What follows belongs to an exercise in optimizing a design on an open flow for small area, a short achievable clock period and few clock cycles; a production flow would make more cautious choices.
At most, simulation tests tie the RTL to the original design; equivalence was not proved.
Function not checked in runs 1 to 3: the RTL went through the layout flow alone.

## flow/design.v

```verilog
module keccak(clk, reset, in, in_ready, is_last, byte_num, buffer_full, out, out_ready);
    input              clk, reset;
    input      [31:0]  in;
    input              in_ready, is_last;
    input      [1:0]   byte_num;
    output             buffer_full;
    output     [511:0] out;
    output reg         out_ready;
    reg       [1599:0] st;      
    reg        [17:0]  wsel;    
    reg        [55:0]  gsel;    
    reg        [4:0]   rnd;     
    reg                perm;    
    reg                fin;     
    reg                bf;      
    wire               accept = in_ready & ~bf;
    wire               blk_end = accept & (is_last | wsel[17]);
    wire               last_rnd = perm & (rnd == 5'd23);
    wire               spec = accept & is_last & (byte_num == 2'd0);
    wire               perm_n = blk_end | (perm & ~last_rnd);
    wire               go = perm | spec;    
    wire               fin_n = fin | (accept & is_last);
    wire       [31:0]  word, w;
    wire       [63:0]  rc;
    wire     [1599:0]  bo, absorbed, st_next;
    wire       [6:0]   b0r;
    wire       [63:0]  p, h;    
    assign buffer_full = bf;
    padder1 padder1_ (in, is_last, byte_num, word);
    assign w = {word[7:0], word[15:8], word[23:16], word[31:24]};
    rconst rconst_ (rnd, rc);
    round  round_  (st, spec, gsel, rc, bo, b0r);
    function [17:0] gmk;
        input integer k;
        case (k)
          0: gmk = 18'h00100;
          1: gmk = 18'h00101;
          2: gmk = 18'h00200;
          3: gmk = 18'h00202;
          4: gmk = 18'h00401;
          5: gmk = 18'h00405;
          6: gmk = 18'h00500;
          7: gmk = 18'h00802;
          8: gmk = 18'h0080a;
          9: gmk = 18'h00a00;
          10: gmk = 18'h01004;
          11: gmk = 18'h01014;
          12: gmk = 18'h01104;
          13: gmk = 18'h01105;
          14: gmk = 18'h01401;
          15: gmk = 18'h01504;
          16: gmk = 18'h02008;
          17: gmk = 18'h02028;
          18: gmk = 18'h02208;
          19: gmk = 18'h0220a;
          20: gmk = 18'h02802;
          21: gmk = 18'h02a08;
          22: gmk = 18'h04010;
          23: gmk = 18'h04050;
          24: gmk = 18'h04110;
          25: gmk = 18'h04150;
          26: gmk = 18'h04411;
          27: gmk = 18'h04415;
          28: gmk = 18'h05004;
          29: gmk = 18'h05411;
          30: gmk = 18'h08020;
          31: gmk = 18'h080a0;
          32: gmk = 18'h08220;
          33: gmk = 18'h082a0;
          34: gmk = 18'h08822;
          35: gmk = 18'h0882a;
          36: gmk = 18'h0a008;
          37: gmk = 18'h0a822;
          38: gmk = 18'h10040;
          39: gmk = 18'h10140;
          40: gmk = 18'h10441;
          41: gmk = 18'h10541;
          42: gmk = 18'h11044;
          43: gmk = 18'h11054;
          44: gmk = 18'h14010;
          45: gmk = 18'h14110;
          46: gmk = 18'h15044;
          47: gmk = 18'h20080;
          48: gmk = 18'h20280;
          49: gmk = 18'h20882;
          50: gmk = 18'h20a82;
          51: gmk = 18'h22088;
          52: gmk = 18'h220a8;
          53: gmk = 18'h28020;
          54: gmk = 18'h28220;
          55: gmk = 18'h2a088;
          default: gmk = 18'h00000;
        endcase
    endfunction
    wire       [17:0]  wsel_n = reset ? 18'd1 : ~accept ? wsel : blk_end ? 18'd1 : {wsel[16:0], 1'b0};
    genvar q;
    generate
      for (q = 0; q < 56; q = q + 1) begin : GS
        always @ (posedge clk)
          gsel[q] <= |(wsel_n & gmk(q));
      end
    endgenerate
    always @ (posedge clk)
      wsel <= wsel_n;
    always @ (posedge clk)
      if (reset) begin
        rnd <= 0; perm <= 0; fin <= 0; bf <= 0; out_ready <= 0;
      end else begin
        perm <= perm_n;
        fin <= fin_n;
        bf <= perm_n | fin_n;
        if (perm)
          rnd <= last_rnd ? 5'd0 : rnd + 5'd1;
        else if (spec)
          rnd <= 5'd1;
        if (last_rnd & fin)
          out_ready <= 1;
      end
    genvar j, k;
    generate
      for (j = 0; j < 18; j = j + 1) begin : ABS
        wire e = accept & wsel[j];
        for (k = 0; k < 32; k = k + 1) begin : B
          if (j == 17 && k == 31)
            assign absorbed[32*j + k] = st[32*j + k] ^ (w[k] & e) ^ (accept & is_last);
          else
            kab ab (st[32*j + k], w[k], e, absorbed[32*j + k]);
        end
      end
    endgenerate
    assign absorbed[1599:576] = st[1599:576];
    generate
      for (j = 0; j < 64; j = j + 1) begin : CT
        kctl ct (go, reset, p[j], h[j]);
      end
      for (j = 0; j < 1600; j = j + 1) begin : NX
        localparam integer L = j / 64, Z = j % 64, X = L % 5, Y = L / 5;
        localparam integer R = (Z == 0) ? 0 : (Z == 1) ? 1 : (Z == 3) ? 2 : (Z == 7) ? 3
                             : (Z == 15) ? 4 : (Z == 31) ? 5 : (Z == 63) ? 6 : -1;
        wire a = (L == 0 && R >= 0) ? b0r[R < 0 ? 0 : R] : bo[j];
        knx nx (p[Z], a, bo[64*((X+1)%5 + 5*Y) + Z], bo[64*((X+2)%5 + 5*Y) + Z],
                h[Z], absorbed[j], st_next[j]);
      end
    endgenerate
    always @ (posedge clk)
      st <= st_next;
    generate
      for (j = 0; j < 64; j = j + 1) begin : OUT
        assign out[511-8*j -: 8] = st[8*j +: 8];
      end
    endgenerate
endmodule
module padder1(in, is_last, byte_num, out);
    input      [31:0] in;
    input             is_last;
    input      [1:0]  byte_num;
    output     [31:0] out;
    genvar b;
    generate
      for (b = 0; b < 4; b = b + 1) begin : B
        wire keep = ~is_last | (byte_num > b);
        wire pad  = is_last & (byte_num == b);
        assign out[31-8*b -: 8] = (in[31-8*b -: 8] & {8{keep}}) | (8'h06 & {8{pad}});
      end
    endgenerate
endmodule
module ksel(p, a, h, s, y);
    input p, a, h, s;
    output y;
    assign y = (p & a) | (h & s);
endmodule
module kpn(p, b, c, y);
    input p, b, c;
    output y;
    assign y = p & ~b & c;
endmodule
module knx(p, a, b, c, h, s, y);
    input p, a, b, c, h, s;
    output y;
    wire u, v;
    ksel sl (p, a, h, s, u);
    kpn  pn (p, b, c, v);
    kx2  xo (u, v, y);
endmodule
module kab(s, w, e, y);
    input s, w, e;
    output y;
    assign y = s ^ (w & e);
endmodule
module kctl(perm, reset, p, h);
    input perm, reset;
    output p, h;
    assign p = perm & ~reset;
    assign h = ~perm & ~reset;
endmodule
module rconst(r, rc);
    input      [4:0]  r;
    output reg [63:0] rc;
    always @ (*)
      case (r)
        5'd0:    rc = 64'h0000000000000001;
        5'd1:    rc = 64'h0000000000008082;
        5'd2:    rc = 64'h800000000000808A;
        5'd3:    rc = 64'h8000000080008000;
        5'd4:    rc = 64'h000000000000808B;
        5'd5:    rc = 64'h0000000080000001;
        5'd6:    rc = 64'h8000000080008081;
        5'd7:    rc = 64'h8000000000008009;
        5'd8:    rc = 64'h000000000000008A;
        5'd9:    rc = 64'h0000000000000088;
        5'd10:   rc = 64'h0000000080008009;
        5'd11:   rc = 64'h000000008000000A;
        5'd12:   rc = 64'h000000008000808B;
        5'd13:   rc = 64'h800000000000008B;
        5'd14:   rc = 64'h8000000000008089;
        5'd15:   rc = 64'h8000000000008003;
        5'd16:   rc = 64'h8000000000008002;
        5'd17:   rc = 64'h8000000000000080;
        5'd18:   rc = 64'h000000000000800A;
        5'd19:   rc = 64'h800000008000000A;
        5'd20:   rc = 64'h8000000080008081;
        5'd21:   rc = 64'h8000000000008080;
        5'd22:   rc = 64'h0000000080000001;
        5'd23:   rc = 64'h8000000080008008;
        default: rc = 64'h0;
      endcase
endmodule
module kx2(a, b, y);
    input a, b;
    output y;
    assign y = a ^ b;
endmodule
module round(in, spec, gsel, rc, bo, b0r);
    input  [1599:0] in;
    input           spec;    
    input  [55:0]   gsel;    
    input  [63:0]   rc;      
    output [1599:0] bo;     
    output [6:0]    b0r;    
    wire   [63:0]   c01[0:4], c23[0:4], c4[0:4], c[0:4], d[0:4];
    wire   [63:0]   b[0:24];
    wire [1599:0]   t;
    wire   [63:0]   b0;      
    wire [1599:0]   g;       
    wire [1599:0]   ae;      
    genvar x, y, z;
    function integer rho;
        input integer k;
        case (k)
          0: rho = 0;   1: rho = 1;   2: rho = 62;  3: rho = 28;  4: rho = 27;
          5: rho = 36;  6: rho = 44;  7: rho = 6;   8: rho = 55;  9: rho = 20;
          10: rho = 3;  11: rho = 10; 12: rho = 43; 13: rho = 25; 14: rho = 39;
          15: rho = 41; 16: rho = 45; 17: rho = 15; 18: rho = 21; 19: rho = 8;
          20: rho = 18; 21: rho = 2;  22: rho = 61; 23: rho = 56; default: rho = 14;
        endcase
    endfunction
    function integer gidx;
        input integer i;     
        case (i)
          1: gidx = 1;
          2: gidx = 13;
          3: gidx = 10;
          33: gidx = 3;
          34: gidx = 19;
          35: gidx = 16;
          65: gidx = 5;
          66: gidx = 27;
          67: gidx = 22;
          97: gidx = 8;
          98: gidx = 35;
          99: gidx = 30;
          128: gidx = 56;
          129: gidx = 11;
          130: gidx = 43;
          131: gidx = 38;
          161: gidx = 17;
          162: gidx = 52;
          163: gidx = 47;
          193: gidx = 23;
          194: gidx = 25;
          195: gidx = 0;
          225: gidx = 31;
          226: gidx = 33;
          227: gidx = 2;
          257: gidx = 39;
          258: gidx = 41;
          259: gidx = 4;
          289: gidx = 48;
          290: gidx = 50;
          291: gidx = 7;
          319: gidx = 56;
          321: gidx = 6;
          322: gidx = 15;
          323: gidx = 10;
          353: gidx = 9;
          354: gidx = 21;
          355: gidx = 16;
          385: gidx = 14;
          386: gidx = 29;
          387: gidx = 22;
          417: gidx = 20;
          418: gidx = 37;
          419: gidx = 30;
          448: gidx = 56;
          449: gidx = 28;
          450: gidx = 46;
          451: gidx = 38;
          481: gidx = 36;
          482: gidx = 55;
          483: gidx = 47;
          513: gidx = 44;
          514: gidx = 45;
          515: gidx = 0;
          545: gidx = 53;
          546: gidx = 54;
          547: gidx = 2;
          575: gidx = 56;
          577: gidx = 38;
          578: gidx = 40;
          579: gidx = 4;
          609: gidx = 47;
          610: gidx = 49;
          611: gidx = 7;
          639: gidx = 56;
          641: gidx = 0;
          642: gidx = 12;
          643: gidx = 10;
          673: gidx = 2;
          674: gidx = 18;
          675: gidx = 16;
          705: gidx = 4;
          706: gidx = 26;
          707: gidx = 22;
          737: gidx = 7;
          738: gidx = 34;
          739: gidx = 30;
          768: gidx = 56;
          769: gidx = 10;
          770: gidx = 42;
          771: gidx = 38;
          801: gidx = 16;
          802: gidx = 51;
          803: gidx = 47;
          833: gidx = 22;
          834: gidx = 24;
          835: gidx = 0;
          865: gidx = 30;
          866: gidx = 32;
          867: gidx = 2;
          897: gidx = 38;
          898: gidx = 40;
          899: gidx = 4;
          929: gidx = 47;
          930: gidx = 49;
          931: gidx = 7;
          959: gidx = 56;
          961: gidx = 0;
          962: gidx = 12;
          963: gidx = 10;
          993: gidx = 2;
          994: gidx = 18;
          995: gidx = 16;
          1025: gidx = 4;
          1026: gidx = 26;
          1027: gidx = 22;
          1057: gidx = 7;
          1058: gidx = 34;
          1059: gidx = 30;
          1088: gidx = 56;
          1089: gidx = 10;
          1090: gidx = 42;
          1091: gidx = 38;
          1121: gidx = 16;
          1122: gidx = 51;
          1123: gidx = 47;
          1153: gidx = 22;
          1154: gidx = 24;
          1155: gidx = 0;
          1185: gidx = 30;
          1186: gidx = 32;
          1187: gidx = 2;
          1217: gidx = 38;
          1218: gidx = 40;
          1219: gidx = 4;
          1249: gidx = 47;
          1250: gidx = 49;
          1251: gidx = 7;
          1279: gidx = 56;
          1281: gidx = 0;
          1282: gidx = 12;
          1283: gidx = 10;
          1313: gidx = 2;
          1314: gidx = 18;
          1315: gidx = 16;
          1345: gidx = 4;
          1346: gidx = 26;
          1347: gidx = 22;
          1377: gidx = 7;
          1378: gidx = 34;
          1379: gidx = 30;
          1408: gidx = 56;
          1409: gidx = 10;
          1410: gidx = 42;
          1411: gidx = 38;
          1441: gidx = 16;
          1442: gidx = 51;
          1443: gidx = 47;
          1473: gidx = 22;
          1474: gidx = 24;
          1475: gidx = 0;
          1505: gidx = 30;
          1506: gidx = 32;
          1507: gidx = 2;
          1537: gidx = 38;
          1538: gidx = 40;
          1539: gidx = 4;
          1569: gidx = 47;
          1570: gidx = 49;
          1571: gidx = 7;
          1599: gidx = 56;
          default: gidx = -1;
        endcase
    endfunction
    generate
      for (y = 0; y < 5; y = y + 1) begin : GY
        for (x = 0; x < 5; x = x + 1) begin : GX
          for (z = 0; z < 64; z = z + 1) begin : Z
            if (gidx(64*(x+5*y) + z) >= 0) begin : F
              if (gidx(64*(x+5*y) + z) == 56)
                assign g[64*(x+5*y) + z] = spec;
              else
                assign g[64*(x+5*y) + z] = spec & gsel[gidx(64*(x+5*y) + z) % 56];
              kx2 xg (in[64*(x+5*y) + z], g[64*(x+5*y) + z], ae[64*(x+5*y) + z]);
            end else begin : N
              assign g[64*(x+5*y) + z] = 1'b0;
              assign ae[64*(x+5*y) + z] = in[64*(x+5*y) + z];
            end
          end
        end
      end
      for (x = 0; x < 5; x = x + 1) begin : TC
        for (z = 0; z < 64; z = z + 1) begin : Z
          kx2 x01 (in[64*x + z],      in[64*(x+5) + z],  c01[x][z]);
          kx2 x23 (in[64*(x+10) + z], in[64*(x+15) + z], c23[x][z]);
          kx2 x03 (c01[x][z], c23[x][z], c4[x][z]);
          kx2 x04 (c4[x][z], in[64*(x+20) + z], c[x][z]);
        end
      end
      for (x = 0; x < 5; x = x + 1) begin : TD
        for (z = 0; z < 64; z = z + 1) begin : Z
          kx2 xd (c[(x+4)%5][z], c[(x+1)%5][(z+63)%64], d[x][z]);
        end
      end
      for (y = 0; y < 5; y = y + 1) begin : RY
        for (x = 0; x < 5; x = x + 1) begin : RX
          for (z = 0; z < 64; z = z + 1) begin : Z
            kx2 xt (ae[64*(x+5*y) + z], d[x][z], t[64*(x+5*y) + z]);
          end
          assign b[y + 5*((2*x+3*y)%5)] = {t[64*(x+5*y) +: 64], t[64*(x+5*y) +: 64]} >> (64 - rho(x+5*y));
        end
      end
      for (z = 0; z < 64; z = z + 1) begin : IO
        if (z == 0 || z == 1 || z == 3 || z == 7 || z == 15 || z == 31 || z == 63) begin : K
          wire ar;
          if (gidx(z) >= 0)
            kx2 xa (in[z], g[z] ^ rc[z], ar);
          else
            kx2 xa (in[z], rc[z], ar);
          kx2 xb (ar, d[0][z], b0[z]);
        end else begin : N
          assign b0[z] = b[0][z];
        end
      end
      for (x = 0; x < 25; x = x + 1) begin : BO
        assign bo[64*x +: 64] = b[x];
      end
      assign b0r = {b0[63], b0[31], b0[15], b0[7], b0[3], b0[1], b0[0]};
    endgenerate
endmodule
```

## flow/flow/run.sh

```bash
#!/bin/bash
# The standard ORFS flow (the standard.sh), with plain buffers instead of
# delay cells on the ports and a clock tree without dummy loads. The make output
# goes to flow.log; each ORFS step keeps its own log under orfs/logs.
set -euo pipefail
export BUFFER_PORTS_ARGS="-buffer_cell sky130_fd_sc_hd__buf_2"
export CTS_ARGS="-sink_clustering_enable -repair_clock_nets -dont_use_dummy_load -sink_clustering_size 20 -sink_clustering_max_diameter 80"
bash standard.sh > flow.log 2>&1
```

## flow/standard.sh

```bash
#!/bin/bash
# synth_recipe.tcl (not shown) runs the flow's synth.tcl, then flattens the netlist and writes it again
# the make line also repeats each setting of config.mk as NAME=value (left out here)
make -C /OpenROAD-flow-scripts/flow DESIGN_CONFIG=/design/flow/config.mk WORK_HOME=/design/flow/orfs CLKGATE_MAP_FILE= SYNTH_SCRIPT=/design/flow/synth_recipe.tcl "${@:-finish}"
```

## flow/constraint.sdc

```tcl
create_clock -name core_clock -period 5.5 [get_ports {clk}]
set_input_delay 1.1000 -clock core_clock [delete_from_list [all_inputs] [get_ports {clk}]]
set_output_delay 1.1000 -clock core_clock [all_outputs]
set_load 0.01 [all_outputs]
```

## flow/config.mk

```make
export PLATFORM = sky130hd
export DESIGN_NAME = keccak
export DESIGN_NICKNAME = keccak
export VERILOG_FILES = /design/flow/design.v
export SDC_FILE = /design/flow/constraint.sdc
export NUM_CORES = 8
export LEC_CHECK = 0
export CAP_MARGIN = 30
export CORE_MARGIN = 2
export CORE_UTILIZATION = 40
export GPL_ROUTABILITY_DRIVEN = 1
export GPL_TIMING_DRIVEN = 1
export PLACE_DENSITY = 0.5
export SETUP_SLACK_MARGIN = 2.5
export SLEW_MARGIN = 30
export SYNTH_HIERARCHICAL = 1
```

==> reports/qor.yml, run 1 <==
holdWs_ns: 0.498
max-cap-violations: 0
avgSynthCellArea_um2: 9.97
htreeDepth: 4
slew_headroom_pct: 10.1
setup_violations: 0
rsz0062_at_grt: "true"
netlist_instances: 12000
slew_viol_final: 0
fmax_mhz: 299
hold_path_class: "flop to flop"
root_buffer: "clkbuf_16"
route.detailed.drc: 0
die_w_um: 551
skew_ns: 0.0614
numCtsBuffers: 151
ctsHoldBuffers: 0
critical_path_class: "input pin to flop"
status: "no timing/DRC/antenna violations"
hold_viol_final: 0
portBuffers: 551
via_per_inst: 6.53
setup_tns_ns: 0
path_delay_family: "buffers and inverters"
end_kind: "flop"
dr.pass1.iters: 6
syn_nets: 12100
ant_nets: 0
min_period_ns: 3.35
fp.dieH_um: 551
grt_max_degree: 59
min_period_over_period_pct: 60.9
synthesis.area_um2: 120000
initial_utilization_pct: 40.3
grt_usage_pct: 57.5
yosysWarnings: 9
grt_pass1_wl_um: 1110000
cp.buffers_inverters: 5
start_kind: "input pin"
rows: 200
clk_pin_slew_ns: 0.06
dp_hpwl_um: 746000
overflow: 0
crit_path_max_fanout: 65
areaGrowthSynthToFinish_pct: 40.6
ioPinCount: 552
final_common_cell: "xor2_1"
dr_total_vias: 117000
finalWeightedCongestion: 1.16
wirelength_um: 912000
cp.required_ns: 6.33
wire_per_inst_um: 51.1
crit_slowest_cell: "nor2b_4"
drt_iter0_markers: 18800
clock_path_buffers: 4
cts_tree: "yes"
path_cells: "buf_2, buf_6, a31oi_4, clkinvlp_4, buf_12, buf_4, nor2b_4, and3b_1, xor2_1"
layout-drive-gt1-share_pct: 30.4
grt_pass1_vias: 101000
fillers: 25200
clock_latency_ns: 0.95
max_stage_delay_ns: 0.52
arrival_ns: 4.18
layout_common_cells: "3,339 x xor2_1, 1,600 x and3b_1, 1,600 x a22o_1"
core_area_um2: 297000
numClockSinks: 1681
fin_nets: 13700
dieArea_um2: 304000
antenna_found_initial: 233
max_slew.worst_pin.slew_ns: 1.35
worst reg2reg max path, cell delays in order, from the launching register on:
cell	delay (ns)
dfxtp_2	0.39
and2b_4	0.23
a31oi_4	0.21
clkinvlp_4	0.19
buf_12	0.19
nor2_4	1.52
a22o_1	0.27
xor2_1	0.18
metrics by stage:
step	cells	cell area [um2]	setup slack, ns	util, %
finish	17800	168000	2.15	56.6
global route	17600	168000	2.29	56.4
CTS	17200	160000	2.26	53.7
detailed placement	16600	134000	0.859	44.9
global placement	16600	131000	0.820	44.0
floorplan	12000	120000	0.898	-
routing by layer:
layer | share of wire [%] | vias to the layer above | GRT usage (%)
met3 | 16 | 3070 | 31.9
met4 | 12 | 72 | 58.2
met5 | 0.11 | - | 1.28
met2 | 37 | 10900 | 74.0
li1 | - | 43300 | -
met1 | 34 | 59200 | 64.5
layout make-up:
type | instances | area, um2 | area share, %
clock buffers | 151 | 3780 | 2.25
diodes | 282 | 706 | 0.419
flip-flops and latches | 1681 | 33800 | 20.1
multi-input cells | 9814 | 106000 | 63.1
repair buffers | 1943 | 18700 | 11.1
well taps | 3939 | 4930 | 2.93
inverters | 39 | 196 | 0.117
path summary, 6_finish.rpt:
path | slack, ns | cells after the start | end | startpoint
setup / recovery | 2.15 | 9 | st[909] | is_last
hold / removal | 0.50 | 2 | out_ready | out_ready
setup reg to reg | 2.25 | 7 | st[948] | bf
hold reg to reg | 0.50 | 2 | out_ready | out_ready
flip-flops by register name, indices dropped and copies added, names as in the netlist:
register   cells
out_ready      1
rnd            5
perm           1
bf             1
st          1600
gsel          54
wsel          18
fin            1
timing repair:
action / 4_1_cts / 5_1_grt
endpoints found under the setup margin: 1606 / 1299
cloned: 39 / 27
resized for setup: 1836 / 402
pin swaps: 266 / 137
setup buffers: 416 / 331
==> run 2: changes to the inputs <==
--- a/flow/config.mk
+++ b/flow/config.mk
@@ -8,7 +8,7 @@
 export CAP_MARGIN = 30
 export CORE_MARGIN = 2
 export CORE_UTILIZATION = 40
-export GPL_ROUTABILITY_DRIVEN = 1
+export GPL_ROUTABILITY_DRIVEN = 0
 export GPL_TIMING_DRIVEN = 1
 export PLACE_DENSITY = 0.5
 export SETUP_SLACK_MARGIN = 2.5
==> run 2 against run 1 <==
Still clean. Setup slack improved by 0.052 ns. Sequential cell count did not move. Clock skew rose by 0.052 ns. Register-to-register slack got worse by 0.05 ns. Critical path type is now flop to flop.
==> reports/qor.yml, run 2 <==
crit_path_max_fanout: 5  # -92%
clock_path_buffers: 4  # unchanged
dieArea_um2: 304000  # unchanged
arrival_ns: 4.06  # -0.12 ns
rr_startpoint: "st[514]"
reg2reg_slack_ns: 2.20  # -0.05 ns
cts_tree: "yes"
numClockSinks: 1681  # unchanged
largest-register: "st"
root_buffer: "clkbuf_16"
ant_nets: 0  # unchanged
status: "no timing/DRC/antenna violations"
rows: 200  # unchanged
fin_nets: 13500  # -1.2%
multi_input_area_um2: 105000  # -0.62%
layout_common_cells: "3,419 x xor2_1, 1,600 x and3b_1, 1,600 x a22o_1"
ioPinCount: 552  # unchanged
fillers: 25300  # +0.50%
slew_headroom_pct: 16.1  # +6.1 points
max_slew.worst_pin.slew_ns: 1.26  # -0.0908 ns
start_kind: "flop"
hold_viol_final: 0  # unchanged
clock_latency_ns: 0.95  # about the same
syn_nets: 12100  # unchanged
grt_usage_pct: 53.6  # -3.9 points
wire_per_inst_um: 48.6  # -5.0%
largest_registers: "st (1600), gsel (54), wsel (18)"
ctsHoldBuffers: 0  # unchanged
die_w_um: 551  # unchanged
hold_depth: 2  # unchanged
via_per_inst: 6.68  # +2.3%
synthesis.area_um2: 120000  # unchanged
dpl_worst_slack_ns: 0.736  # -0.123 ns
fp.dieH_um: 551  # unchanged
cp.required_ns: 6.26  # -0.07 ns
regArea_um2: 33800  # about the same
clk_pin_slew_ns: 0.08  # +0.02 ns
design_area_um2: 165000  # -1.7%
fin_util_pct: 55.6  # -0.97 points
portBuffers: 551  # unchanged
dr.pass1.iters: 12  # +6
core_area_um2: 297000  # unchanged
skew_ns: 0.113  # +0.0515 ns
rsz0062_at_grt: "true"
setup_violations: 0  # unchanged
avgSynthCellArea_um2: 9.97  # unchanged
critical_path_class: "flop to flop"
min_period_ns: 3.30  # -0.0518 ns
initial_utilization_pct: 40.3  # unchanged
fmax_mhz: 303  # +1.6%
fin_ws_ns: 2.20  # +0.0518 ns
setup_tns_ns: 0  # unchanged
areaGrowthSynthToFinish_pct: 38.2
yosysWarnings: 9  # unchanged
route.detailed.drc: 0  # unchanged
rr_worst_depth: 8  # +1
reg2reg_to: "st[1245]"
drt_iter0_markers: 21400  # +14%
hold_path_end: "bf"
htreeDepth: 4  # unchanged
antenna_found_initial: 212  # -9.0%
dr_total_vias: 119000  # +1.8%
postPlaceCellArea_um2: 132000  # -1.4%
grt_pass1_vias: 99500  # -1.6%
dp_hpwl_um: 676000  # -9.3%
largest_register_ffs: 1600  # unchanged
grt_max_degree: 68  # +15%
min_from: "fin"
layout-drive-gt1-share_pct: 29.0  # -1.4 points
grt_pass1_wl_um: 1050000  # -5.4%
final_common_cell: "xor2_1"
netlist_instances: 12000  # unchanged
max-cap-violations: 0  # unchanged
slew_viol_final: 0  # unchanged
end_kind: "flop"
wirelength_um: 862000  # -5.5%
overflow: 0  # unchanged
hold_path_class: "flop to flop"
numCtsBuffers: 143  # -5.3%
min_period_over_period_pct: 59.9  # -0.94 points
[run 2: worst max-delay path by stage]
stage,cells past startpoint,endpoint,startpoint
4_1_cts,8,st[678],is_last
6_report,8,st[1245],st[514]
3_5_place_dp,9,st[1138],byte_num[0]
2_1_floorplan,8,st[0],in_ready
5_1_grt,9,st[1132],st[481]
3_3_place_gp,8,st[1338],byte_num[1]
[run 2: layout make-up]
cell class / count / area share (%)
Tap cell: 3939 / 2.98
Inverter: 39 / 0.114
Multi-Input combinational cell: 9857 / 63.7
Sequential cell: 1681 / 20.5
Antenna cell: 345 / 0.522
Timing Repair Buffer: 1748 / 10.0
Clock buffer: 143 / 2.16
[run 2: timing repair]
| item | 4_1_cts | 5_1_grt |
|---|---|---|
| setup buffers | 298 | 377 |
| setup endpoints to repair | 1611 | 1354 |
| resized for setup | 1798 | 443 |
| pin swaps | 219 | 139 |
| gates cloned | 49 | 61 |
[run 2: routing by layer]
| layer | track usage, % | routed length (um) | up-vias |
|---|---|---|---|
| met4 | 55.4 | 111000 | 48 |
| li1 | - | - | 43100 |
| met2 | 67.0 | 312000 | 12500 |
| met3 | 33.7 | 153000 | 3778 |
| met1 | 58.5 | 282000 | 59200 |
| met5 | 6.05 | 2820 | - |
[run 2: critical path: stages, from the launching register on]
cell,delay [ns]
dfxtp_2,0.65
xor2_1,0.23
xor2_1,0.40
xor2_2,0.41
xor2_4,0.41
xor2_1,0.33
buf_4,0.30
and3b_1,0.22
xor2_1,0.14
[run 2: through the flow]
stage	hold WS (ns)	cells
6_report	0.496	17800
5_1_grt	0.548	17500
4_1_cts	0.498	17000
3_5_place_dp	0.473	16500
3_3_place_gp	0.474	16500
2_1_floorplan	0.453	12000
==> run 3: changes to the inputs <==
--- a/flow/flow/run.sh
+++ b/flow/flow/run.sh
@@ -4,5 +4,6 @@
 # goes to flow.log; each ORFS step keeps its own log under orfs/logs.
 set -euo pipefail
 export BUFFER_PORTS_ARGS="-buffer_cell sky130_fd_sc_hd__buf_2"
+export GLOBAL_PLACEMENT_ARGS="-timing_driven_nets_percentage 50 -timing_driven_net_weight_max 5"
 export CTS_ARGS="-sink_clustering_enable -repair_clock_nets -dont_use_dummy_load -sink_clustering_size 20 -sink_clustering_max_diameter 80"
 bash standard.sh > flow.log 2>&1
--- a/flow/config.mk
+++ b/flow/config.mk
@@ -8,7 +8,7 @@
 export CAP_MARGIN = 30
 export CORE_MARGIN = 2
 export CORE_UTILIZATION = 40
-export GPL_ROUTABILITY_DRIVEN = 0
+export GPL_ROUTABILITY_DRIVEN = 1
 export GPL_TIMING_DRIVEN = 1
 export PLACE_DENSITY = 0.5
 export SETUP_SLACK_MARGIN = 2.5
==> run 3 against run 2 <==
Still clean on timing, DRC and antenna. Core utilization about the same. Critical endpoint is now st[927]. Via count decreased by 0.31%. Routed wire length increased by 6.2%.
==> reports/qor.yml, run 3 <==
fin_nets: 13600  # +0.26%
wire_per_inst_um: 51.5  # +6.0%
holdWs_ns: 0.505  # +0.00946 ns
ioPinCount: 552  # unchanged
overflow: 0  # unchanged
regArea_um2: 33800  # about the same
largest_register_ffs: 1600  # unchanged
crit_path_max_fanout: 89  # +84
cp.required_ns: 6.35  # +0.09 ns
fin_ws_ns: 2.29  # +0.0854 ns
hold_path_class: "flop to flop"
clock_path_buffers: 4  # unchanged
numClockSinks: 1681  # unchanged
grt_pass1_vias: 101000  # +2.0%
synthesis.area_um2: 120000  # unchanged
setup_violations: 0  # unchanged
path_delay_family: "buffers and inverters"
start_kind: "flop"
dp_hpwl_um: 750000  # +11%
path_cells: "and2b_4, a31oi_4, clkinvlp_4, buf_12, buf_12, nor2_2, buf_4, a22o_1, xor2_1"
fmax_mhz: 311  # +2.7%
dieArea_um2: 304000  # unchanged
design_area_um2: 165000  # about the same
end_kind: "flop"
layout-drive-gt1-share_pct: 29.2  # +0.21 points
crit_slowest_cell: "nor2_2"
stdcell_count: 17800  # +0.18%
cts_tree: "yes"
placedCellCount: 16600  # +0.55%
avgSynthCellArea_um2: 9.97  # unchanged
max_slew.worst_pin.slew_ns: 1.24  # -0.0229 ns
fillers: 25700  # +1.4%
final_common_cell: "xor2_1"
status: "no timing/DRC/antenna violations"
core_area_um2: 297000  # unchanged
dr.pass1.iters: 7  # -5
cpMostUsedCell: "buf_12"
syn_nets: 12100  # unchanged
dpl_worst_slack_ns: 0.707  # -0.0289 ns
via_per_inst: 6.65  # -0.49%
route.detailed.drc: 0  # unchanged
largest_registers: "st (1600), gsel (54), wsel (18)"
arrival_ns: 4.06  # about the same
root_buffer: "clkbuf_16"
skew_ns: 0.0595  # -0.0535 ns
initial_utilization_pct: 40.3  # unchanged
rows: 200  # unchanged
yosysWarnings: 9  # unchanged
portBuffers: 551  # unchanged
netlist_instances: 12000  # unchanged
largest-register: "st"
drt_iter0_markers: 19700  # -7.9%
grt_max_degree: 73  # +7.4%
cp.buffers_inverters: 4  # +3
min_period_ns: 3.21  # -0.0854 ns
hold_viol_final: 0  # unchanged
htreeDepth: 4  # unchanged
grt_usage_pct: 57.9  # +4.2 points
fin_util_pct: 55.7  # about the same
wirelength_um: 916000  # +6.2%
fp.dieH_um: 551  # unchanged
antenna_found_initial: 253  # +19%
rsz0062_at_grt: "true"
critical_path_class: "flop to flop"
multi_input_area_um2: 105000  # -0.62%
die_w_um: 551  # unchanged
layout_common_cells: "3,397 x xor2_1, 1,600 x and3b_1, 1,600 x a22o_1"
max-cap-violations: 0  # unchanged
slew_viol_final: 0  # unchanged
clk_pin_slew_ns: 0.09  # about the same
grt_pass1_wl_um: 1120000  # +6.6%
slew_headroom_pct: 17.6  # +1.5 points
finalWeightedCongestion: 1.20
max_stage_delay_ns: 0.56  # -0.09 ns
clock_latency_ns: 0.94  # about the same
ant_nets: 0  # unchanged
min_period_over_period_pct: 58.4  # -1.6 points
setup_tns_ns: 0  # unchanged
areaGrowthSynthToFinish_pct: 38.3  # about the same
dr_total_vias: 118000  # -0.31%
numCtsBuffers: 153  # +7.0%
postPlaceCellArea_um2: 133000  # +1.4%
[run 3: what timing repair did]
action | in CTS | in global routing
cloned | 50 | 17
buffers inserted | 282 | 369
pin swaps | 222 | 175
resized for setup | 1700 | 361
hold buffers | 0 | 0
endpoints found under the setup margin | 1616 | 1182
hold endpoints to repair | 0 | 0
[run 3: worst reg2reg max path, delay by kind of cell, from the launching register on]
family	cells	cell delay, ns
xor gates and xnor gates	1	0.17
DFF	1	0.39
and+or+nand+nor	2	1.23
AOI/OAI and AO/OA	2	0.43
buffers and inverters	4	0.93
[run 3: layout make-up]
| cell class | count | share of cell area (%) |
|---|---|---|
| Sequential cell | 1681 | 20.4 |
| Tap cell | 3939 | 2.98 |
| Clock buffer | 153 | 2.31 |
| Antenna cell | 342 | 0.517 |
| Multi-Input combinational cell | 9816 | 63.3 |
| Inverter | 39 | 0.104 |
| Timing Repair Buffer | 1814 | 10.3 |
[run 3: path summary, 6_finish.rpt]
check | to | slack (ns) | depth (start not counted) | startpoint
max | st[927] | 2.29 | 9 | bf
min reg2reg | out_ready | 0.51 | 2 | out_ready
max reg2reg | st[927] | 2.29 | 9 | bf
min | out_ready | 0.51 | 2 | out_ready
[run 3: metal layers]
layer | vias up | global-route usage [%] | share of wire (%)
met1 | 59800 | 64.0 | 33
met2 | 11800 | 73.7 | 37
li1 | 43200 | - | -
met3 | 3382 | 34.0 | 17
met5 | - | 1.84 | 0.26
met4 | 80 | 59.5 | 12
==> run 4: changes to the inputs <==
--- a/flow/design.v
+++ b/flow/design.v
@@ -18,13 +18,13 @@
     wire               last_rnd = perm & (rnd == 5'd23);
     wire               spec = accept & is_last & (byte_num == 2'd0);
     wire               perm_n = blk_end | (perm & ~last_rnd);
-    wire               go = perm | spec;    
+    wire       [7:0]   go;      
     wire               fin_n = fin | (accept & is_last);
     wire       [31:0]  word, w;
     wire       [63:0]  rc;
     wire     [1599:0]  bo, absorbed, st_next;
     wire       [6:0]   b0r;
-    wire       [63:0]  p, h;    
+    wire       [63:0]  p, p2, h;    
     assign buffer_full = bf;
     padder1 padder1_ (in, is_last, byte_num, word);
     assign w = {word[7:0], word[15:8], word[23:16], word[31:24]};
@@ -130,15 +130,18 @@
     endgenerate
     assign absorbed[1599:576] = st[1599:576];
     generate
+      for (j = 0; j < 8; j = j + 1) begin : GO
+        kgo g (perm, bf, in_ready, is_last, byte_num, go[j]);
+      end
       for (j = 0; j < 64; j = j + 1) begin : CT
-        kctl ct (go, reset, p[j], h[j]);
+        kctl ct (go[j / 8], reset, p[j], p2[j], h[j]);
       end
       for (j = 0; j < 1600; j = j + 1) begin : NX
         localparam integer L = j / 64, Z = j % 64, X = L % 5, Y = L / 5;
         localparam integer R = (Z == 0) ? 0 : (Z == 1) ? 1 : (Z == 3) ? 2 : (Z == 7) ? 3
                              : (Z == 15) ? 4 : (Z == 31) ? 5 : (Z == 63) ? 6 : -1;
         wire a = (L == 0 && R >= 0) ? b0r[R < 0 ? 0 : R] : bo[j];
-        knx nx (p[Z], a, bo[64*((X+1)%5 + 5*Y) + Z], bo[64*((X+2)%5 + 5*Y) + Z],
+        knx nx (p[Z], p2[Z], a, bo[64*((X+1)%5 + 5*Y) + Z], bo[64*((X+2)%5 + 5*Y) + Z],
                 h[Z], absorbed[j], st_next[j]);
       end
     endgenerate
@@ -174,12 +177,12 @@
     output y;
     assign y = p & ~b & c;
 endmodule
-module knx(p, a, b, c, h, s, y);
-    input p, a, b, c, h, s;
+module knx(p, p2, a, b, c, h, s, y);
+    input p, p2, a, b, c, h, s;
     output y;
     wire u, v;
     ksel sl (p, a, h, s, u);
-    kpn  pn (p, b, c, v);
+    kpn  pn (p2, b, c, v);
     kx2  xo (u, v, y);
 endmodule
 module kab(s, w, e, y);
@@ -187,11 +190,23 @@
     output y;
     assign y = s ^ (w & e);
 endmodule
-module kctl(perm, reset, p, h);
-    input perm, reset;
-    output p, h;
-    assign p = perm & ~reset;
-    assign h = ~perm & ~reset;
+module kgo(perm, bf, in_ready, is_last, byte_num, go);
+    input perm, bf, in_ready, is_last;
+    input [1:0] byte_num;
+    output go;
+    assign go = perm | (in_ready & ~bf & is_last & (byte_num == 2'd0));
+endmodule
+module kp(go, reset, p);
+    input go, reset;
+    output p;
+    assign p = go & ~reset;
+endmodule
+module kctl(go, reset, p, p2, h);
+    input go, reset;
+    output p, p2, h;
+    kp k1 (go, reset, p);
+    kp k2 (go, reset, p2);
+    assign h = ~go & ~reset;
 endmodule
 module rconst(r, rc);
     input      [4:0]  r;
--- a/flow/flow/run.sh
+++ b/flow/flow/run.sh
@@ -4,6 +4,5 @@
 # goes to flow.log; each ORFS step keeps its own log under orfs/logs.
 set -euo pipefail
 export BUFFER_PORTS_ARGS="-buffer_cell sky130_fd_sc_hd__buf_2"
-export GLOBAL_PLACEMENT_ARGS="-timing_driven_nets_percentage 50 -timing_driven_net_weight_max 5"
 export CTS_ARGS="-sink_clustering_enable -repair_clock_nets -dont_use_dummy_load -sink_clustering_size 20 -sink_clustering_max_diameter 80"
 bash standard.sh > flow.log 2>&1
==> run 4 against run 3 <==
Hold slack lost 0.012 ns. Critical endpoint is now st[389]. Maximum frequency increased by 0.57%. Global-route usage barely moved. Synthesized cell count increased by 0.82%. Die area is 0.96% higher. Clock-buffer cell count rose by 2. Setup slack improved by 0.018 ns. Routed wire length increased by 1.2%.
==> reports/qor.yml, run 4 <==
holdWs_ns: 0.493  # -0.0119 ns
cpMostUsedCell: "xor2_1"
max_slew.worst_pin.slew_ns: 1.17  # -0.0620 ns
layout_common_cells: "3,348 x xor2_1, 1,600 x a22o_1, 1,599 x and3b_1"
syn_nets: 12100  # +0.82%
overflow: 0  # unchanged
dr.pass1.iters: 9  # +2
dieArea_um2: 306000  # +0.96%
largest-register: "st"
numCtsBuffers: 155  # +1.3%
stdcell_count: 17900  # +0.39%
ant_nets: 0  # unchanged
largest_registers: "st (1600), gsel (54), wsel (18)"
areaGrowthSynthToFinish_pct: 38.7
ioPinCount: 552  # unchanged
min_period_ns: 3.19  # -0.0183 ns
crit_slowest_cell: "dfxtp_1"
hold_viol_final: 0  # unchanged
drt_iter0_markers: 19100  # -3.4%
rsz0062_at_grt: "true"
htreeDepth: 4  # unchanged
ctsHoldBuffers: 0  # unchanged
setup_violations: 0  # unchanged
hold_depth: 2  # unchanged
wirelength_um: 927000  # +1.2%
placedCellCount: 16700  # +0.72%
grt_max_degree: 57  # -22%
finalWeightedCongestion: 1.16  # -3.0%
slew_viol_final: 0  # unchanged
initial_utilization_pct: 40.2  # about the same
arrival_ns: 3.99  # -0.07 ns
end_kind: "flop"
portBuffers: 551  # unchanged
grt_usage_pct: 57.9  # about the same
cp.required_ns: 6.30  # -0.05 ns
fillers: 25700  # -0.058%
crit_path_max_fanout: 5  # -94%
grt_pass1_vias: 103000  # +1.5%
largest_register_ffs: 1600  # unchanged
path_delay_family: "XOR/XNOR gates"
rr_worst_depth: 8  # -1
slew_headroom_pct: 21.5  # +3.8 points
dr_total_vias: 118000  # -0.12%
netlist_instances: 12100  # +0.82%
skew_ns: 0.0641  # +0.00467 ns
fin_nets: 13600  # +0.52%
clock_latency_ns: 0.94  # about the same
dp_hpwl_um: 764000  # +1.9%
root_buffer: "clkbuf_16"
hold_path_class: "flop to flop"
min_period_over_period_pct: 58.1  # -0.33 points
cp.buffers_inverters: 1  # -3
cts_tree: "yes"
status: "no timing/DRC/antenna violations"
fmax_mhz: 313  # +0.57%
grt_pass1_wl_um: 1140000  # +1.6%
route.detailed.drc: 0  # unchanged
clock_path_buffers: 4  # unchanged
min_from: "out_ready"
rows: 201  # +0.50%
numClockSinks: 1681  # unchanged
wire_per_inst_um: 51.9  # +0.84%
reg2reg_slack_ns: 2.31  # +0.02 ns
synthesis.area_um2: 121000  # +0.97%
reg2reg_to: "st[389]"
via_per_inst: 6.62  # -0.51%
avgSynthCellArea_um2: 9.98  # +0.14%
clk_pin_slew_ns: 0.09  # about the same
layout-drive-gt1-share_pct: 30.0  # +0.80 points
core_area_um2: 300000  # +1.0%
max_stage_delay_ns: 0.57  # about the same
path_cells: "xor2_1, xor2_1, xor2_2, xor2_1, buf_4, xor2_4, and3b_1, xor2_1"
max-cap-violations: 0  # unchanged
rr_startpoint: "st[385]"
hold_path_end: "out_ready"
antenna_found_initial: 211  # -17%
fp.dieH_um: 554  # +0.48%
setup_tns_ns: 0  # unchanged
final_common_cell: "xor2_1"
die_w_um: 554  # +0.48%
critical_path_class: "flop to flop"
start_kind: "flop"
yosysWarnings: 9  # unchanged
-- run 4: cell count changes in the layout (fill, tap and decap cells not counted), moves of 21 or more --
| cell | change |
|---|---|
| buf_12 | +44 |
| dfxtp_1 | -30 |
| dfxtp_2 | +29 |
| diode_2 | -21 |
| nand2_1 | -32 |
| nor2_1 | +32 |
| xor2_1 | -49 |
| xor2_4 | +65 |
-- run 4: worst reg2reg max path, delay by kind of cell, from the launching register on --
kind / cells / cell delay (ns)
buf+inv: 1 / 0.34
flops: 1 / 0.57
simple gates: 1 / 0.26
xor+xnor: 6 / 1.90
-- run 4: repair_timing --
item,in CTS,in global routing
pin swaps,277,144
gates resized for setup,1763,357
setup endpoints to repair,1604,1243
cloned,3,20
buffers inserted,378,303
-- run 4: stage by stage --
stage | cell area, um2 | utilization [%] | setup slack (ns)
after global placement | 132000 | 44.0 | 0.496
final | 168000 | 55.8 | 2.31
after global routing | 167000 | 55.5 | 2.40
after detailed placement | 135000 | 44.9 | 0.917
after CTS | 160000 | 53.3 | 2.44
after floorplan | 121000 | - | 2.08
-- run 4: routing by layer --
metal | global-route usage [%] | wire (um) | vias up
met5 | 0.453 | 1590 | -
met4 | 58.4 | 115000 | 62
met3 | 31.5 | 151000 | 3091
met2 | 73.7 | 342000 | 11400
met1 | 66.1 | 317000 | 60200
li1 | - | - | 43400
-- run 4: area by class of cell --
| type | count | area, um2 | share of cell area, % |
|---|---|---|---|
| diodes | 321 | 803 | 0.479 |
| clock buffers | 155 | 3880 | 2.31 |
| inverters | 15 | 56.3 | 0.0336 |
| multi-input cells | 9889 | 106000 | 63.5 |
| flip-flops and latches | 1681 | 33900 | 20.2 |
| well taps | 3958 | 4950 | 2.96 |
| repair buffers | 1834 | 17500 | 10.5 |
-- run 4: how the worst max path moves through the flow --
stage             start        to  slack [ns]  cells after the start
6_report        st[385]   st[389]        2.31                      8
5_1_grt         st[284]  st[1216]        2.40                      8
4_1_cts         st[496]   st[713]        2.44                      7
3_5_place_dp    is_last   st[605]        0.92                     11
3_3_place_gp    is_last   st[777]        0.50                      9
2_1_floorplan  in_ready  st[1036]        2.08                     12
Testbench counts of run 4, summed over its fixed seeds: cycles 7,376.
==> run 5: changes to the inputs <==
--- a/flow/config.mk
+++ b/flow/config.mk
@@ -10,7 +10,7 @@
 export CORE_UTILIZATION = 40
 export GPL_ROUTABILITY_DRIVEN = 1
 export GPL_TIMING_DRIVEN = 1
-export PLACE_DENSITY = 0.5
+export PLACE_DENSITY = 0.6
 export SETUP_SLACK_MARGIN = 2.5
 export SLEW_MARGIN = 30
 export SYNTH_HIERARCHICAL = 1
==> run 5 against run 4 <==
Still clean. Critical path depth is the same. Synthesized area is the same. Cell area shrank 0.15%. Hold slack lost 0.017 ns. Global-route usage grew 0.63 points. Sequential share of layout area is essentially flat. Largest cell class unchanged.
==> reports/qor.yml, run 5 <==
hold_path_end: "out_ready"
met1_usage_pct: 68.1  # +2.0 points
synthesis.area_um2: 121000  # unchanged
via_per_inst: 6.52  # -1.5%
cts_tree: "yes"
rr_worst_depth: 8  # unchanged
yosysWarnings: 9  # unchanged
use_met3_pct: 31.5  # about the same
wire_per_inst_um: 52.5  # +1.2%
setup_tns_ns: 0  # unchanged
reg2reg_slack_ns: 2.25  # -0.06 ns
grtUsageMet2_pct: 73.3  # -0.49 points
initial_utilization_pct: 40.2  # unchanged
avgSynthCellArea_um2: 9.98  # unchanged
dr.pass1.iters: 6  # -3
grt_usage_pct: 58.5  # +0.63 points
crit_slowest_cell: "dfxtp_1"
slew_viol_final: 0  # unchanged
arrival_ns: 4.05  # +0.06 ns
layout_common_cells: "3,383 x xor2_1, 1,600 x and3b_1, 1,600 x a22o_1"
hold_path_class: "flop to flop"
htreeDepth: 4  # unchanged
netlist_instances: 12100  # unchanged
critical_path.startpoint: "st[370]"
overflow: 0  # unchanged
max-cap-violations: 0  # unchanged
top_usage_layer: "met2"
end_kind: "flop"
antenna_found_initial: 230  # +9.0%
ant_nets: 0  # unchanged
min_period_over_period_pct: 59.2  # +1.1 points
grt_max_degree: 40  # -30%
critical_path_class: "flop to flop"
largest_registers: "st (1600), gsel (54), wsel (18)"
dp_hpwl_um: 776000  # +1.5%
fp.dieH_um: 554  # unchanged
start_kind: "flop"
fmax_mhz: 307  # -1.9%
path_cells: "xor2_1, xor2_1, xor2_2, xor2_4, buf_12, xor2_2, and3b_1, xor2_1"
largest-register: "st"
grt_pass1_wl_um: 1140000  # +0.17%
dr_total_vias: 116000  # -1.4%
die_w_um: 554  # unchanged
dieArea_um2: 306000  # unchanged
root_buffer: "clkbuf_16"
numClockSinks: 1681  # unchanged
portBuffers: 551  # unchanged
layout-drive-gt1-share_pct: 30.1  # +0.11 points
rsz0062_at_grt: "true"
cp.buffers_inverters: 1  # unchanged
route.detailed.drc: 0  # unchanged
min_from: "out_ready"
placedCellCount: 16700  # +0.46%
cp.required_ns: 6.29  # about the same
largest_register_ffs: 1600  # unchanged
clock_path_buffers: 4  # unchanged
max_stage_delay_ns: 0.62  # +0.05 ns
wirelength_um: 939000  # +1.3%
hold_depth: 2  # unchanged
clk_pin_slew_ns: 0.08  # about the same
max_slew.worst_pin.slew_ns: 1.18  # +0.00914 ns
min_period_ns: 3.25  # +0.0611 ns
path_delay_family: "XOR/XNOR gates"
reg2reg_to: "st[1370]"
areaGrowthSynthToFinish_pct: 38.5
clock_latency_ns: 0.94  # about the same
finalWeightedCongestion: 1.17  # +0.77%
final_common_cell: "xor2_1"
stdcell_count: 17900  # +0.13%
core_area_um2: 300000  # unchanged
hold_viol_final: 0  # unchanged
skew_ns: 0.0570  # -0.00714 ns
crit_path_max_fanout: 5  # unchanged
cpMostUsedCell: "xor2_1"
rows: 201  # unchanged
syn_nets: 12100  # unchanged
fin_nets: 13700  # +0.55%
drt_iter0_markers: 20000  # +5.1%
setup_violations: 0  # unchanged
status: "no timing/DRC/antenna violations"
rr_startpoint: "st[370]"
slew_headroom_pct: 21.2  # -0.31 points
ioPinCount: 552  # unchanged
numCtsBuffers: 157  # +1.3%
grt_pass1_vias: 99500  # -3.3%
-- run 5: routing by layer --
metal  up-vias  wire length [um]
met5         -              2280
met4        82            115000
met3      2861            156000
met2     10900            341000
met1     59200            325000
li1      43500                 -
-- run 5: cell type report --
cell class | instances | area, um2
Fill cell | 26100 | 133000
Multi-Input combinational cell | 9893 | 106000
Sequential cell | 1681 | 33900
Timing Repair Buffer | 1903 | 17900
Tap cell | 3958 | 4950
Clock buffer | 157 | 3930
Antenna cell | 269 | 673
Inverter | 15 | 56.3
-- run 5: through the flow --
| step | util, % | hold slack [ns] | area, um2 | worst slack [ns] |
|---|---|---|---|---|
| after floorplan | - | 0.446 | 121000 | 2.08 |
| after global placement | 44.3 | 0.457 | 133000 | 0.514 |
| after detailed placement | 45.1 | 0.465 | 136000 | 0.961 |
| after CTS | 53.3 | 0.484 | 160000 | 2.39 |
| after global routing | 55.5 | 0.516 | 167000 | 2.34 |
| final | 55.7 | 0.476 | 167000 | 2.25 |
-- run 5: how the worst max path moves through the flow --
stage | depth (start not counted) | endpoint
floorplan | 12 | st[1036]
global route | 8 | st[1370]
global placement | 10 | st[1037]
detailed placement | 10 | st[1209]
finish | 8 | st[1370]
CTS | 7 | st[400]
-- run 5: timing repair --
item / CTS / global route
cloned: 1 / 26
hold buffers: 0 / 0
gates resized for setup: 1741 / 322
setup buffers: 355 / 319
endpoints found under the setup margin: 1598 / 1094
pin swaps: 265 / 138
-- run 5: worst reg2reg max path: stages, from the launching register on --
cell and delay, ns:
dfxtp_1 0.62, xor2_1 0.28, xor2_1 0.31, xor2_2 0.47
xor2_4 0.21, buf_12 0.17, xor2_2 0.58, and3b_1 0.30
xor2_1 0.18
==> run 6: changes to the inputs <==
--- a/flow/flow/run.sh
+++ b/flow/flow/run.sh
@@ -4,5 +4,6 @@
 # goes to flow.log; each ORFS step keeps its own log under orfs/logs.
 set -euo pipefail
 export BUFFER_PORTS_ARGS="-buffer_cell sky130_fd_sc_hd__buf_2"
+export GLOBAL_PLACEMENT_ARGS="-timing_driven_nets_percentage 50 -timing_driven_net_weight_max 5"
 export CTS_ARGS="-sink_clustering_enable -repair_clock_nets -dont_use_dummy_load -sink_clustering_size 20 -sink_clustering_max_diameter 80"
 bash standard.sh > flow.log 2>&1
--- a/flow/config.mk
+++ b/flow/config.mk
@@ -10,7 +10,7 @@
 export CORE_UTILIZATION = 40
 export GPL_ROUTABILITY_DRIVEN = 1
 export GPL_TIMING_DRIVEN = 1
-export PLACE_DENSITY = 0.6
+export PLACE_DENSITY = 0.5
 export SETUP_SLACK_MARGIN = 2.5
 export SLEW_MARGIN = 30
 export SYNTH_HIERARCHICAL = 1
==> run 6 against run 5 <==
Routed wire length is 1.1% higher. Still clean on timing, DRC and antenna. Core utilization about the same. Sequential cell count is the same. Global-route usage up 0.54 points. Critical endpoint is now st[1123].
==> reports/qor.yml, run 6 <==
skew_ns: 0.0785  # +0.0215 ns
avgSynthCellArea_um2: 9.98  # unchanged
rsz0062_at_grt: "true"
dp_hpwl_um: 780000  # +0.58%
slew_headroom_pct: 21.3  # +0.16 points
portBuffers: 551  # unchanged
max-cap-violations: 0  # unchanged
finalWeightedCongestion: 1.16  # -0.99%
overflow: 0  # unchanged
rows: 201  # unchanged
grt_max_degree: 64  # +60%
wirelength_um: 949000  # +1.1%
setup_tns_ns: 0  # unchanged
dieArea_um2: 306000  # unchanged
min_period_ns: 3.27  # +0.0155 ns
largest-register: "st"
layout-drive-gt1-share_pct: 29.5  # -0.62 points
reg2reg_slack_ns: 2.23  # -0.02 ns
final_common_cell: "xor2_1"
ioPinCount: 552  # unchanged
dr.pass1.iters: 8  # +2
path_delay_family: "XOR/XNOR gates"
max_stage_delay_ns: 0.62  # about the same
yosysWarnings: 9  # unchanged
wire_per_inst_um: 53.1  # +1.2%
fmax_mhz: 306  # -0.47%
reg2reg_to: "st[1123]"
htreeDepth: 4  # unchanged
postPlaceCellArea_um2: 135000  # -0.23%
layout_common_cells: "3,369 x xor2_1, 1,600 x and3b_1, 1,600 x a22o_1"
fin_nets: 13600  # -0.53%
hold_path_class: "flop to flop"
ctsHoldBuffers: 0  # unchanged
numCtsBuffers: 156  # -0.64%
root_buffer: "clkbuf_16"
cp.buffers_inverters: 2  # +1
drt_iter0_markers: 20000  # -0.37%
netlist_instances: 12100  # unchanged
areaGrowthSynthToFinish_pct: 38.5  # about the same
holdWs_ns: 0.481  # +0.00522 ns
die_w_um: 554  # unchanged
arrival_ns: 4.12  # +0.07 ns
status: "no timing/DRC/antenna violations"
antenna_found_initial: 252  # +9.6%
slew_viol_final: 0  # unchanged
max_slew.worst_pin.slew_ns: 1.18  # -0.00233 ns
cp.required_ns: 6.35  # +0.06 ns
route.detailed.drc: 0  # unchanged
grt_usage_pct: 59.1  # +0.54 points
setup_violations: 0  # unchanged
synthesis.area_um2: 121000  # unchanged
hold_depth: 2  # unchanged
cpMostUsedCell: "xor2_1"
design_area_um2: 167000  # about the same
start_kind: "flop"
hold_viol_final: 0  # unchanged
largest_registers: "st (1600), gsel (54), wsel (18)"
min_from: "out_ready"
path_cells: "buf_4, xor2_1, xor2_1, xor2_2, buf_4, xor2_4, xor2_2, and3b_1, xor2_1"
fp.dieH_um: 554  # unchanged
largest_register_ffs: 1600  # unchanged
core_area_um2: 300000  # unchanged
rr_startpoint: "st[211]"
dr_total_vias: 119000  # +2.2%
critical_path_class: "flop to flop"
end_kind: "flop"
clk_pin_slew_ns: 0.10  # +0.02 ns
hold_path_end: "out_ready"
cts_tree: "yes"
clock_latency_ns: 0.96  # +0.02 ns
crit_slowest_cell: "xor2_2"
grt_pass1_wl_um: 1160000  # +1.5%
critical_path.startpoint: "st[211]"
rr_worst_depth: 9  # +1
crit_path_max_fanout: 5  # unchanged
ant_nets: 0  # unchanged
via_per_inst: 6.67  # +2.3%
initial_utilization_pct: 40.2  # unchanged
min_period_over_period_pct: 59.4  # +0.28 points
syn_nets: 12100  # unchanged
numClockSinks: 1681  # unchanged
grt_pass1_vias: 103000  # +3.3%
clock_path_buffers: 4  # unchanged
fillers: 25700  # -1.7%
[run 6: per-layer routing]
metal | global-route usage (%) | vias to the layer above | share of wire, %
met5 | 0.344 | - | 0.10
met4 | 60.9 | 58 | 13
met3 | 33.7 | 3146 | 17
met2 | 75.0 | 11700 | 37
met1 | 66.1 | 60700 | 34
li1 | - | 43400 | -
[run 6: worst min-delay path: stages (launching register included)]
cell     delay, ns
dfxtp_1       0.33
a41oi_1       0.05
nor2_1        0.07
[run 6: stage by stage]
step | utilization (%) | setup WS (ns) | std cells
finish | 55.7 | 2.23 | 17900
CTS | 52.8 | 2.26 | 17200
global placement | 44.2 | 0.625 | 16700
floorplan | - | 2.08 | 12100
global route | 55.5 | 2.35 | 17500
detailed placement | 45.0 | 1.11 | 16700
[run 6: layout make-up]
cell class,count,area [um2],area share [%]
clock buffers,156,3900,2.33
repair buffers,1824,17300,10.3
flip-flops and latches,1681,33800,20.2
inverters,15,56.3,0.0336
well taps,3958,4950,2.96
multi-input cells,9900,107000,63.7
diodes,322,806,0.481
[run 6: timing repair]
item	CTS	global route
setup endpoints to repair	1598	1203
setup buffers	338	342
pin swaps	241	154
cloned	9	25
gates resized for setup	1632	398
[run 6: worst max path at each step]
stage,to,slack [ns],cells past startpoint
6_report,st[1123],2.23,9
5_1_grt,st[1150],2.35,8
4_1_cts,st[1367],2.26,7
3_5_place_dp,st[1337],1.11,11
3_3_place_gp,st[1334],0.62,10
2_1_floorplan,st[1036],2.08,12
==> run 7: changes to the inputs <==
--- a/flow/config.mk
+++ b/flow/config.mk
@@ -8,7 +8,7 @@
 export CAP_MARGIN = 30
 export CORE_MARGIN = 2
 export CORE_UTILIZATION = 40
-export GPL_ROUTABILITY_DRIVEN = 1
+export GPL_ROUTABILITY_DRIVEN = 0
 export GPL_TIMING_DRIVEN = 1
 export PLACE_DENSITY = 0.5
 export SETUP_SLACK_MARGIN = 2.5
==> run 7 against run 6 <==
Routed wire length down 9.3%. Via count shrank 1.8%. Sequential share of layout area grew 0.18 points. Critical path depth shrank 1. Final cell count shrank 1.3%. Synthesized area unchanged. Global-route usage down 5.4 points. Still clean on timing, DRC and antenna. Highest routed layer unchanged. Maximum frequency down 6.9%. Cell area shrank 0.89%.
==> reports/qor.yml, run 7 <==
status: "no timing/DRC/antenna violations"
dp_hpwl_um: 698000  # -11%
slew_headroom_pct: 23.5  # +2.2 points
ioPinCount: 552  # unchanged
dr_total_vias: 117000  # -1.8%
dieArea_um2: 306000  # unchanged
grt_max_degree: 48  # -25%
critical_path_class: "flop to flop"
fin_nets: 13400  # -1.5%
holdWs_ns: 0.493  # +0.0117 ns
hold_viol_final: 0  # unchanged
crit_path_max_fanout: 5  # unchanged
htreeDepth: 4  # unchanged
grt_pass1_wl_um: 1070000  # -7.7%
final_common_cell: "xor2_1"
route.detailed.drc: 0  # unchanged
min_period_over_period_pct: 63.9  # +4.4 points
start_kind: "flop"
via_per_inst: 6.63  # -0.53%
fin_ws_ns: 1.99  # -0.243 ns
grt_pass1_vias: 101000  # -1.9%
slew_viol_final: 0  # unchanged
fp.dieH_um: 554  # unchanged
ctsHoldBuffers: 0  # unchanged
antenna_found_initial: 210  # -17%
max-cap-violations: 0  # unchanged
layout_common_cells: "3,341 x xor2_1, 1,600 x and3b_1, 1,600 x a22o_1"
overflow: 0  # unchanged
wirelength_um: 861000  # -9.3%
core_area_um2: 300000  # unchanged
highest_layer: "met5"
max_slew.worst_pin.slew_ns: 1.15  # -0.0334 ns
rows: 201  # unchanged
ant_nets: 0  # unchanged
wl_met1_um: 280000  # -13%
wl_met2_um: 310000  # -12%
largest_registers: "st (1600), gsel (54), wsel (18)"
numClockSinks: 1681  # unchanged
cts_tree: "yes"
avgSynthCellArea_um2: 9.98  # unchanged
wl_met3_um: 154000  # -2.8%
cp.required_ns: 6.33  # -0.02 ns
portBuffers: 551  # unchanged
largest_register_ffs: 1600  # unchanged
largest-register: "st"
clock_latency_ns: 0.95  # about the same
setup_violations: 0  # unchanged
dr.pass1.iters: 10  # +2
drt_iter0_markers: 19600  # -1.9%
syn_nets: 12100  # unchanged
root_buffer: "clkbuf_16"
grt_usage_pct: 53.7  # -5.4 points
end_kind: "flop"
netlist_instances: 12100  # unchanged
initial_utilization_pct: 40.2  # unchanged
clk_pin_slew_ns: 0.09  # about the same
dpl_worst_slack_ns: 0.952  # -0.161 ns
fmax_mhz: 285  # -6.9%
fin_util_pct: 55.2  # -0.50 points
wire_per_inst_um: 48.8  # -8.1%
areaGrowthSynthToFinish_pct: 37.3
arrival_ns: 4.34  # +0.22 ns
clock_path_buffers: 4  # unchanged
setup_tns_ns: 0  # unchanged
fillers: 25700  # +0.19%
rsz0062_at_grt: "true"
min_period_ns: 3.51  # +0.243 ns
numCtsBuffers: 147  # -5.8%
layout-drive-gt1-share_pct: 28.7  # -0.87 points
skew_ns: 0.112  # +0.0340 ns
synthesis.area_um2: 121000  # unchanged
die_w_um: 554  # unchanged
yosysWarnings: 9  # unchanged
hold_path_class: "flop to flop"
==> run 7: layout make-up <==
cell class                 count  area, um2  share of cell area [%]
sequential                  1681      33800                    20.4
inverter                      15       56.3                  0.0339
clock buffer                 147       3680                    2.22
timing repair buffer        1651      15700                    9.49
multi-input combinational   9879     107000                    64.5
antenna                      300        751                   0.453
tap                         3958       4950                    2.99
==> run 7: worst paths after layout <==
| check | from | to | slack, ns | cells past startpoint |
|---|---|---|---|---|
| worst max-delay path | st[273] | st[622] | 1.99 | 8 |
| worst min-delay path | out_ready | out_ready | 0.49 | 2 |
| worst max register to register | st[273] | st[622] | 1.99 | 8 |
| worst min register to register | out_ready | out_ready | 0.49 | 2 |
==> run 7: through the flow <==
stage	std cells	instance area, um2
finish	17600	166000
global route	17400	165000
CTS	16900	156000
detailed placement	16500	133000
global placement	16500	130000
floorplan	12100	121000
==> run 7: metal layers <==
layer / vias to the layer above / global-route usage (%)
met3: 3511 / 35.5
met1: 58600 / 57.5
met5: - / 6.14
met2: 11800 / 66.5
li1: 43000 / -
met4: 84 / 56.3
==> run 7: repair_timing <==
| action | CTS | global route |
|---|---|---|
| gates cloned | 0 | 12 |
| gates resized for setup | 1780 | 426 |
| pin swaps | 210 | 175 |
| buffers inserted | 259 | 402 |
| endpoints found under the setup margin | 1590 | 1257 |
==> run 7: worst max-delay path, cell delays in order, from the launching register on <==
cell,delay [ns]
dfxtp_2,0.61
xor2_1,0.22
xor2_1,0.26
xor2_2,0.26
buf_4,0.20
xor2_4,0.44
xor2_4,0.90
and3b_1,0.28
xor2_1,0.15

[what the ideal ports hide]
No port has a modelled driver above. Below, the same layouts with a new extraction and two added sets of constraints.
Step 1 sets driving cells, clkbuf_16 on the clock port and buf_2 on the other inputs (assumed; they add their load-dependent delay and slew).
Step 2, shift: input delay + t, output delay - t, t = (earliest + latest rising clock arrival at the registers) / 2. This alone moves slack from input paths to output paths.
a / b / c = ideal ports / drivers / drivers and shift; a / b = the first two.
run | t, ns | setup WS [ns] | worst register clock-pin slew, ns | pins driven straight from the clock port
run 1 | 1.048 | 2.152 / 2.247 / 1.204 | 0.10 / 0.10 | 1
run 2 | 1.022 | 2.203 / 2.203 / 1.443 | 0.10 / 0.10 | 1
run 3 | 1.038 | 2.289 / 2.289 / 1.396 | 0.10 / 0.10 | 1
run 4 | 1.032 | 2.307 / 2.307 / 1.535 | 0.10 / 0.10 | 1
run 5 | 1.044 | 2.246 / 2.246 / 1.468 | 0.10 / 0.10 | 1
run 6 | 1.050 | 2.231 / 2.231 / 1.524 | 0.10 / 0.10 | 1
run 7 | 1.028 | 1.988 / 1.988 / 1.487 | 0.10 / 0.10 | 1
After both steps setup and hold are still met in every run listed. For run 1, which loses most, drivers alone change the setup slack by +0.095 ns; drivers and shift together by -0.948 ns.
